This is an optimization exercise on Yosys and OpenROAD, whose aim is small area and a short achievable clock period, not a production implementation. Function was checked by simulation only, so behaviour that the tests miss may differ from the original.

==> willow <==
==> flow/design.v <==
module dsp_trader (
    input  wire        clk,
    input  wire        rst,
    input  wire [15:0] price_in,
    input  wire        price_valid,
    output wire [31:0] trade_word,
    output reg         trade_valid
);
    reg [31:0] ema_short;
    reg [31:0] ema_long;
    reg [7:0]  cnt;
    reg        p_ge;
    reg        p_le;
    reg [15:0] last_price;
    wire [34:0] sum_short = {ema_short, 3'b0} + {3'b0, price_in, 16'd0} - {3'b0, ema_short};
    wire [37:0] sum_long  = {ema_long,  6'b0} + {6'b0, price_in, 16'd0} - {6'b0, ema_long};
    wire [31:0] next_short = sum_short[34:3];
    wire [31:0] next_long  = sum_long[37:6];
    wire first   = (cnt == 8'd0);
    wire trading = (cnt >= 8'd200);
    wire d_valid = (cnt == 8'd201);
    wire [32:0] diff_sl = {1'b0, ema_short} - {1'b0, ema_long} - 33'd65536;
    wire [32:0] diff_ls = {1'b0, ema_long} - {1'b0, ema_short} - 33'd65536;
    wire d_ge = d_valid & ~diff_sl[32];
    wire d_le = d_valid & ~diff_ls[32];
    always @(posedge clk) begin
        if (price_valid) begin
            ema_short <= first ? {price_in, 16'd0} : next_short;
            ema_long  <= first ? {price_in, 16'd0} : next_long;
        end
        if (price_valid && trading) begin
            p_ge <= d_ge;
            p_le <= d_le;
        end
        last_price <= price_in;
    end
    always @(posedge clk) begin
        if (rst) begin
            cnt         <= 8'd0;
            trade_valid <= 1'b0;
        end else begin
            trade_valid <= price_valid & trading & ((~p_ge & d_ge) | (~p_le & d_le));
            if (price_valid && cnt != 8'd201)
                cnt <= cnt + 8'd1;
        end
    end
    assign trade_word = {p_ge, 15'd50, last_price};
endmodule
==> flow/run.sh <==
#!/bin/bash
# synth_recipe.tcl (not shown) runs the flow's synth.tcl, then flattens the netlist and writes it again
# the make line also repeats each setting of config.mk as NAME=value (left out here)
make -C /OpenROAD-flow-scripts/flow DESIGN_CONFIG=/design/flow/config.mk WORK_HOME=/design/flow/orfs CLKGATE_MAP_FILE= SYNTH_SCRIPT=/design/flow/synth_recipe.tcl finish
==> flow/config.mk <==
export PLATFORM = sky130hd
export DESIGN_NAME = dsp_trader
export DESIGN_NICKNAME = dsp_trader
export VERILOG_FILES = /design/flow/design.v
export SDC_FILE = /design/flow/constraint.sdc
export NUM_CORES = 4
export LEC_CHECK = 0
export CAP_MARGIN = 20
export CORE_MARGIN = 2
export CORE_UTILIZATION = 40
export SLEW_MARGIN = 20
==> flow/constraint.sdc <==
create_clock -name core_clock -period 7.5 [get_ports {clk}]
set_input_delay 1.5000 -clock core_clock [delete_from_list [all_inputs] [get_ports {clk}]]
set_output_delay 1.5000 -clock core_clock [all_outputs]
set_load 0.01 [all_outputs]
==> delta (differences from willow) <==
==> flow/design.v (replaced) <==
module dsp_trader (
    input  wire        clk,
    input  wire        rst,
    input  wire [15:0] price_in,
    input  wire        price_valid,
    output reg  [31:0] trade_word,
    output reg         trade_valid
);
    reg        [31:0] ema_short;
    reg        [31:0] ema_long;
    reg signed [32:0] diff;
    reg signed [32:0] prev_diff;
    reg        [31:0] next_short;
    reg        [31:0] next_long;
    wire signed [32:0] price_q   = $signed({1'b0, price_in, 16'd0});
    wire signed [32:0] err_short = price_q - $signed({1'b0, ema_short});
    wire signed [32:0] err_long  = price_q - $signed({1'b0, ema_long});
    wire signed [32:0] step_short = err_short >>> 3;
    wire signed [32:0] step_long  = err_long  >>> 6;
    reg [7:0] warmup_cnt; 
    localparam signed [32:0] THRESHOLD = 33'sd65536; 
    always @(posedge clk) begin
        if (rst) begin
            ema_short   <= 0;
            ema_long    <= 0;
            diff        <= 0;
            prev_diff   <= 0;
            trade_valid <= 0;
            warmup_cnt  <= 0;
        end else begin
            trade_valid <= 0;  
            if (price_valid) begin
                if (warmup_cnt < 200) begin
                    if (warmup_cnt == 0) begin
                         ema_short <= {price_in, 16'd0};
                         ema_long  <= {price_in, 16'd0};
                    end else begin
                        ema_short <= ema_short + step_short[31:0];
                        ema_long  <= ema_long  + step_long[31:0];
                    end
                    warmup_cnt <= warmup_cnt + 1;
                end 
                else begin
                    next_short = ema_short + step_short[31:0];
                    next_long  = ema_long  + step_long[31:0];
                    ema_short <= next_short;
                    ema_long  <= next_long;
                    prev_diff <= diff;
                    diff      <= $signed({1'b0, next_short}) - $signed({1'b0, next_long});
                    if ((prev_diff < THRESHOLD) && (diff >= THRESHOLD)) begin
                        trade_word  <= {1'b1, 15'd50, price_in};  
                        trade_valid <= 1;
                    end
                    else if ((prev_diff > -THRESHOLD) && (diff <= -THRESHOLD)) begin
                        trade_word  <= {1'b0, 15'd50, price_in};  
                        trade_valid <= 1;
                    end
                end
            end
        end
    end
endmodule
==> metrics list <==
- Outcome: complete, no violations
- At the end of the flow the core is filled with cells to 0.450.
* Die area: 25200 um2
* Met1 Usage GRT: 0.233
* Routed via count: 7061
- Relative slew slack: 0.307
- In the routed layout, each cell is associated on average with a via count of 5.14.
- The endpoint identified for the worst register-to-register timing path is ema_long[28]$_DFFE_PP_.
* Yosys top cell area share: 0.261
- The worst register-to-register path begins at ema_long[21]$_DFFE_PP_.
- Synthesized-area fraction occupied by ao, oa, aoi and oai cells: 0.147
* Average cell area after synthesis: 9.43 um2
That was willow.
==> metrics list <==
* Outcome: complete, no violations
- Synthesized-area fraction occupied by ao, oa, aoi and oai cells: 0.252
* Relative slew slack: 0.350
- For this run, global-route usage on met1 was measured as 0.316.
- Using the TritonRoute via totals, the vias-per-cell ratio works out to 5.74.
- The worst register-to-register path ends at diff[30]$_SDFFE_PP0P_.
- Average cell area after synthesis: 7.81 um2
That was delta.

* * *

==> inputs of juniper <==
dsp_trader, a different RTL version from the one above (not shown whole).
==> flow/config.mk <==
export PLATFORM = sky130hd
export DESIGN_NAME = dsp_trader
export DESIGN_NICKNAME = dsp_trader
export VERILOG_FILES = /design/flow/design.v
export SDC_FILE = /design/flow/constraint.sdc
export NUM_CORES = 4
export LEC_CHECK = 0
export CAP_MARGIN = 20
export CORE_MARGIN = 2
export CORE_UTILIZATION = 40
export SETUP_SLACK_MARGIN = 3.5
export SLEW_MARGIN = 20
==> flow/constraint.sdc <==
create_clock -name core_clock -period 7.5 [get_ports {clk}]
set_input_delay 1.5000 -clock core_clock [delete_from_list [all_inputs] [get_ports {clk}]]
set_output_delay 1.5000 -clock core_clock [all_outputs]
set_load 0.01 [all_outputs]
standard.sh (not shown) runs the stock make flow with config.mk's settings and CLKGATE_MAP_FILE= SYNTH_SCRIPT=/design/flow/synth_recipe.tcl, a recipe that flattens the netlist after the stock synthesis.
==> flow/flow/run.sh <==
#!/bin/bash
# The standard layout, with the port buffers made of buf_2 cells instead of the
# default choice (a slow delay-buffer cell that resizing may not swap out).
set -euo pipefail
bash standard.sh 'BUFFER_PORTS_ARGS=-buffer_cell sky130_fd_sc_hd__buf_2' finish > standard_flow.log 2>&1
==> harbor (differences from juniper) <==
--- a/flow/design.v
+++ b/flow/design.v
@@ -1177,19 +1177,20 @@
     wire s_geq = n1126;
     wire s_ge = s_geq & ~dh_zero;                                         
     wire s_le = ~s_geq & ~(dh_ones & (ema_short[15:0] != ema_long[15:0]));   
     wire first   = (cnt == 8'd0);
     wire trading = (cnt >= 8'd200);
     wire d_valid = (cnt == 8'd201);
+    wire ld   = price_valid & first;
+    wire hold = ~price_valid;
+    wire upd  = price_valid & ~first;
     wire d_ge = d_valid & s_ge;
     wire d_le = d_valid & s_le;
     always @(posedge clk) begin
-        if (price_valid) begin
-            ema_short <= first ? {price_in, 16'd0} : next_short;
-            ema_long  <= first ? {price_in, 16'd0} : next_long;
-        end
+        ema_short <= ({32{ld}} & {price_in, 16'd0}) | ({32{hold}} & ema_short) | ({32{upd}} & next_short);
+        ema_long  <= ({32{ld}} & {price_in, 16'd0}) | ({32{hold}} & ema_long)  | ({32{upd}} & next_long);
         if (price_valid && trading) begin
             p_ge <= d_ge;
             p_le <= d_le;
         end
         last_price <= price_in;
     end
==> flow/flow/run.sh (replaced) <==
#!/bin/bash
# The standard layout with three changes:
#  - synthesis maps logic with a shorter ABC script (one &dch + &nf mapping pass and
#    gate sizing) instead of ORFS's five-round speed script; the ORFS scripts are copied
#    into this work folder and only abc_speed.script is replaced;
#  - the half-adder cells (ha_*) are added to the don't-use list, so Yosys extracts only
#    full adders and ABC maps the rest of the adders' logic itself; every register is as
#    in the standard synthesis;
#  - the port buffers are buf_1 cells instead of the default choice (a slow delay-buffer
#    cell that resizing may not swap out).
set -euo pipefail
here=$PWD
rm -rf "$here/orfs_scripts"
cp -r "$FLOW_HOME/scripts" "$here/orfs_scripts"
cp "$here/flow/abc_speed.script" "$here/orfs_scripts/abc_speed.script"
# the platform's own don't-use list, plus the half adders
dont_use=$(sed -n '/^export DONT_USE_CELLS += /,/^#/p' "$FLOW_HOME/platforms/sky130hd/config.mk" \
  | grep -o 'sky130_fd_sc_hd__[a-z0-9_]*' | tr '\n' ' ')
dont_use="$dont_use sky130_fd_sc_hd__ha_1 sky130_fd_sc_hd__ha_2 sky130_fd_sc_hd__ha_4"
echo "DONT_USE_CELLS=$dont_use" > dont_use.log
bash standard.sh "SCRIPTS_DIR=$here/orfs_scripts" "DONT_USE_CELLS=$dont_use" \
  'BUFFER_PORTS_ARGS=-buffer_cell sky130_fd_sc_hd__buf_1' finish > standard_flow.log 2>&1
==> flow/flow/abc_speed.script (new file) <==
&get -n
&st
&dch
&nf
&put
buffer -c
topo
stime -c
upsize -c
dnsize -c
- CTS_BUF_LIST: unset -> sky130_fd_sc_hd__clkbuf_4 sky130_fd_sc_hd__clkbuf_8
==> zinc (differences from juniper) <==
--- a/flow/design.v
+++ b/flow/design.v
@@ -1177,19 +1177,20 @@
     wire s_geq = n1126;
     wire s_ge = s_geq & ~dh_zero;                                         
     wire s_le = ~s_geq & ~(dh_ones & (ema_short[15:0] != ema_long[15:0]));   
     wire first   = (cnt == 8'd0);
     wire trading = (cnt >= 8'd200);
     wire d_valid = (cnt == 8'd201);
+    wire ld   = price_valid & first;
+    wire hold = ~price_valid;
+    wire upd  = price_valid & ~first;
     wire d_ge = d_valid & s_ge;
     wire d_le = d_valid & s_le;
     always @(posedge clk) begin
-        if (price_valid) begin
-            ema_short <= first ? {price_in, 16'd0} : next_short;
-            ema_long  <= first ? {price_in, 16'd0} : next_long;
-        end
+        ema_short <= ({32{ld}} & {price_in, 16'd0}) | ({32{hold}} & ema_short) | ({32{upd}} & next_short);
+        ema_long  <= ({32{ld}} & {price_in, 16'd0}) | ({32{hold}} & ema_long)  | ({32{upd}} & next_long);
         if (price_valid && trading) begin
             p_ge <= d_ge;
             p_le <= d_le;
         end
         last_price <= price_in;
     end
==> flow/flow/run.sh (replaced) <==
#!/bin/bash
# The standard layout with three changes:
#  - synthesis maps logic with a shorter ABC script (one &dch + &nf mapping pass and
#    gate sizing) instead of ORFS's five-round speed script; the ORFS scripts are copied
#    into this work folder and only abc_speed.script is replaced;
#  - the half-adder cells (ha_*) are added to the don't-use list, so Yosys extracts only
#    full adders and ABC maps the rest of the adders' logic itself; every register is as
#    in the standard synthesis;
#  - the port buffers are buf_1 cells instead of the default choice (a slow delay-buffer
#    cell that resizing may not swap out).
set -euo pipefail
here=$PWD
rm -rf "$here/orfs_scripts"
cp -r "$FLOW_HOME/scripts" "$here/orfs_scripts"
cp "$here/flow/abc_speed.script" "$here/orfs_scripts/abc_speed.script"
# the platform's own don't-use list, plus the half adders
dont_use=$(sed -n '/^export DONT_USE_CELLS += /,/^#/p' "$FLOW_HOME/platforms/sky130hd/config.mk" \
  | grep -o 'sky130_fd_sc_hd__[a-z0-9_]*' | tr '\n' ' ')
dont_use="$dont_use sky130_fd_sc_hd__ha_1 sky130_fd_sc_hd__ha_2 sky130_fd_sc_hd__ha_4"
echo "DONT_USE_CELLS=$dont_use" > dont_use.log
bash standard.sh "SCRIPTS_DIR=$here/orfs_scripts" "DONT_USE_CELLS=$dont_use" \
  'BUFFER_PORTS_ARGS=-buffer_cell sky130_fd_sc_hd__buf_1' finish > standard_flow.log 2>&1
==> flow/flow/abc_speed.script (new file) <==
&get -n
&st
&dch
&nf
&put
buffer -c
topo
stime -c
upsize -c
dnsize -c
- CTS_BUF_LIST: unset -> sky130_fd_sc_hd__clkbuf_4 sky130_fd_sc_hd__clkbuf_8
- SETUP_SLACK_MARGIN: 3.5 -> 3.7
==> tundra (differences from juniper) <==
--- a/flow/design.v
+++ b/flow/design.v
@@ -1177,19 +1177,20 @@
     wire s_geq = n1126;
     wire s_ge = s_geq & ~dh_zero;                                         
     wire s_le = ~s_geq & ~(dh_ones & (ema_short[15:0] != ema_long[15:0]));   
     wire first   = (cnt == 8'd0);
     wire trading = (cnt >= 8'd200);
     wire d_valid = (cnt == 8'd201);
+    wire ld   = price_valid & first;
+    wire hold = ~price_valid;
+    wire upd  = price_valid & ~first;
     wire d_ge = d_valid & s_ge;
     wire d_le = d_valid & s_le;
     always @(posedge clk) begin
-        if (price_valid) begin
-            ema_short <= first ? {price_in, 16'd0} : next_short;
-            ema_long  <= first ? {price_in, 16'd0} : next_long;
-        end
+        ema_short <= ({32{ld}} & {price_in, 16'd0}) | ({32{hold}} & ema_short) | ({32{upd}} & next_short);
+        ema_long  <= ({32{ld}} & {price_in, 16'd0}) | ({32{hold}} & ema_long)  | ({32{upd}} & next_long);
         if (price_valid && trading) begin
             p_ge <= d_ge;
             p_le <= d_le;
         end
         last_price <= price_in;
     end
==> flow/flow/run.sh (replaced) <==
#!/bin/bash
# The standard layout, with the port buffers made of buf_1 cells instead of the
# default choice (a slow delay-buffer cell that resizing may not swap out).
set -euo pipefail
bash standard.sh 'BUFFER_PORTS_ARGS=-buffer_cell sky130_fd_sc_hd__buf_1' finish > standard_flow.log 2>&1
- CTS_BUF_LIST: unset -> sky130_fd_sc_hd__clkbuf_4 sky130_fd_sc_hd__clkbuf_8
==> comparison table <==
item                                                                                    zinc                    tundra                    juniper                    harbor
Status                                                               complete, no violations   complete, no violations    complete, no violations   complete, no violations
Multi-input combinational cell count                                                     676                       639                        587                       676
Final net count                                                                          956                      1085                       1002                       954
Global-route layer with the greatest usage                                              met2                      met1                       met2                      met2
Overall die area                                                               0.01930 sq mm             0.02056 sq mm              0.02122 sq mm             0.01930 sq mm
Wire length on met1                                                                 9.274 mm                  10.09 mm                   9.678 mm                  9.324 mm
Buffers and inverters on the worst path                                                    2                         1                          1                         1
Total Routing Usage GR                                                                19.79%                    20.19%                     18.80%                    19.63%
Synth Flop Type                                                     sky130_fd_sc_hd__dfxtp_1  sky130_fd_sc_hd__dfxtp_1  sky130_fd_sc_hd__edfxtp_1  sky130_fd_sc_hd__dfxtp_1
Final WL                                                                            18.96 mm                  19.68 mm                   19.30 mm                  18.75 mm
Fmax                                                                               268.6 MHz                 254.5 MHz                  254.0 MHz                 260.0 MHz
Non-clock inverters                                                                       65                       120                         93                        65
Post-synth EDFFs                                                                           2                         2                         66                         2
Placed wire-length estimate after detailed placement                                14.43 mm                  14.97 mm                   15.11 mm                  14.42 mm
Last weighted congestion value of the routability-driven placer                       0.8761                    0.9001                     0.9157                    0.8591
Number of optimization iterations in the first detailed-route pass                         5                         5                          4                         5
Post-synthesis simple-gate area fraction                                              17.86%                    13.01%                     12.72%                    17.86%
Area of combinational cells with multiple inputs                              0.005145 sq mm            0.005627 sq mm             0.005293 sq mm            0.005054 sq mm
Source of the worst hold timing path                                     cnt[0]$_SDFFE_PP0P_       ema_long[3]$_DFF_P_        cnt[1]$_SDFFE_PP0P_       cnt[0]$_SDFFE_PP0P_
Fin Hold WS                                                                        0.5223 ns                 0.5154 ns                  0.5006 ns                 0.5269 ns
Initial DRC Count                                                                        395                       426                        372                       439
Detailed-route via count                                                                6080                      6136                       5741                      6038
Layout Cells excl Fill                                                                  1118                      1173                       1095                      1117

==> separate check: timing with driven ports <==
The results above use ideal ports. As a check the final layouts listed here were re-extracted and re-timed, cells and wires unchanged. Step 1 sets driving cells, clkbuf_16 on the clock port and buf_2 on the other inputs (assumed; they add their load-dependent delay and slew). Step 2, shift: input delay + t, output delay - t, t = (earliest + latest rising clock arrival at the registers) / 2. This alone moves slack from input paths to output paths. Three values: ideal, step 1, step 2; two values: the first two.
run | t, ns | slack for setup (ns) | worst register clock-pin slew, ns | worst slew at a driven data input, ns
willow | 0.400 | 2.532 / 2.556 / 2.157 | 0.07 / 0.07 | 0.04
delta | 0.476 | 0.476 / 0.493 / 0.018 | 0.07 / 0.07 | 0.04
juniper | 0.388 | 3.563 / 3.584 / 3.196 | 0.07 / 0.07 | 0.05
harbor | 0.409 | 3.654 / 3.669 / 3.260 | 0.10 / 0.10 | 0.03
zinc | 0.428 | 3.777 / 3.793 / 3.365 | 0.11 / 0.11 | 0.04
tundra | 0.428 | 3.570 / 3.555 / 3.127 | 0.10 / 0.10 | 0.06
After both steps every run listed still meets setup and hold. For delta, which loses most, drivers alone change the setup slack by +0.017 ns; drivers and shift together by -0.458 ns.
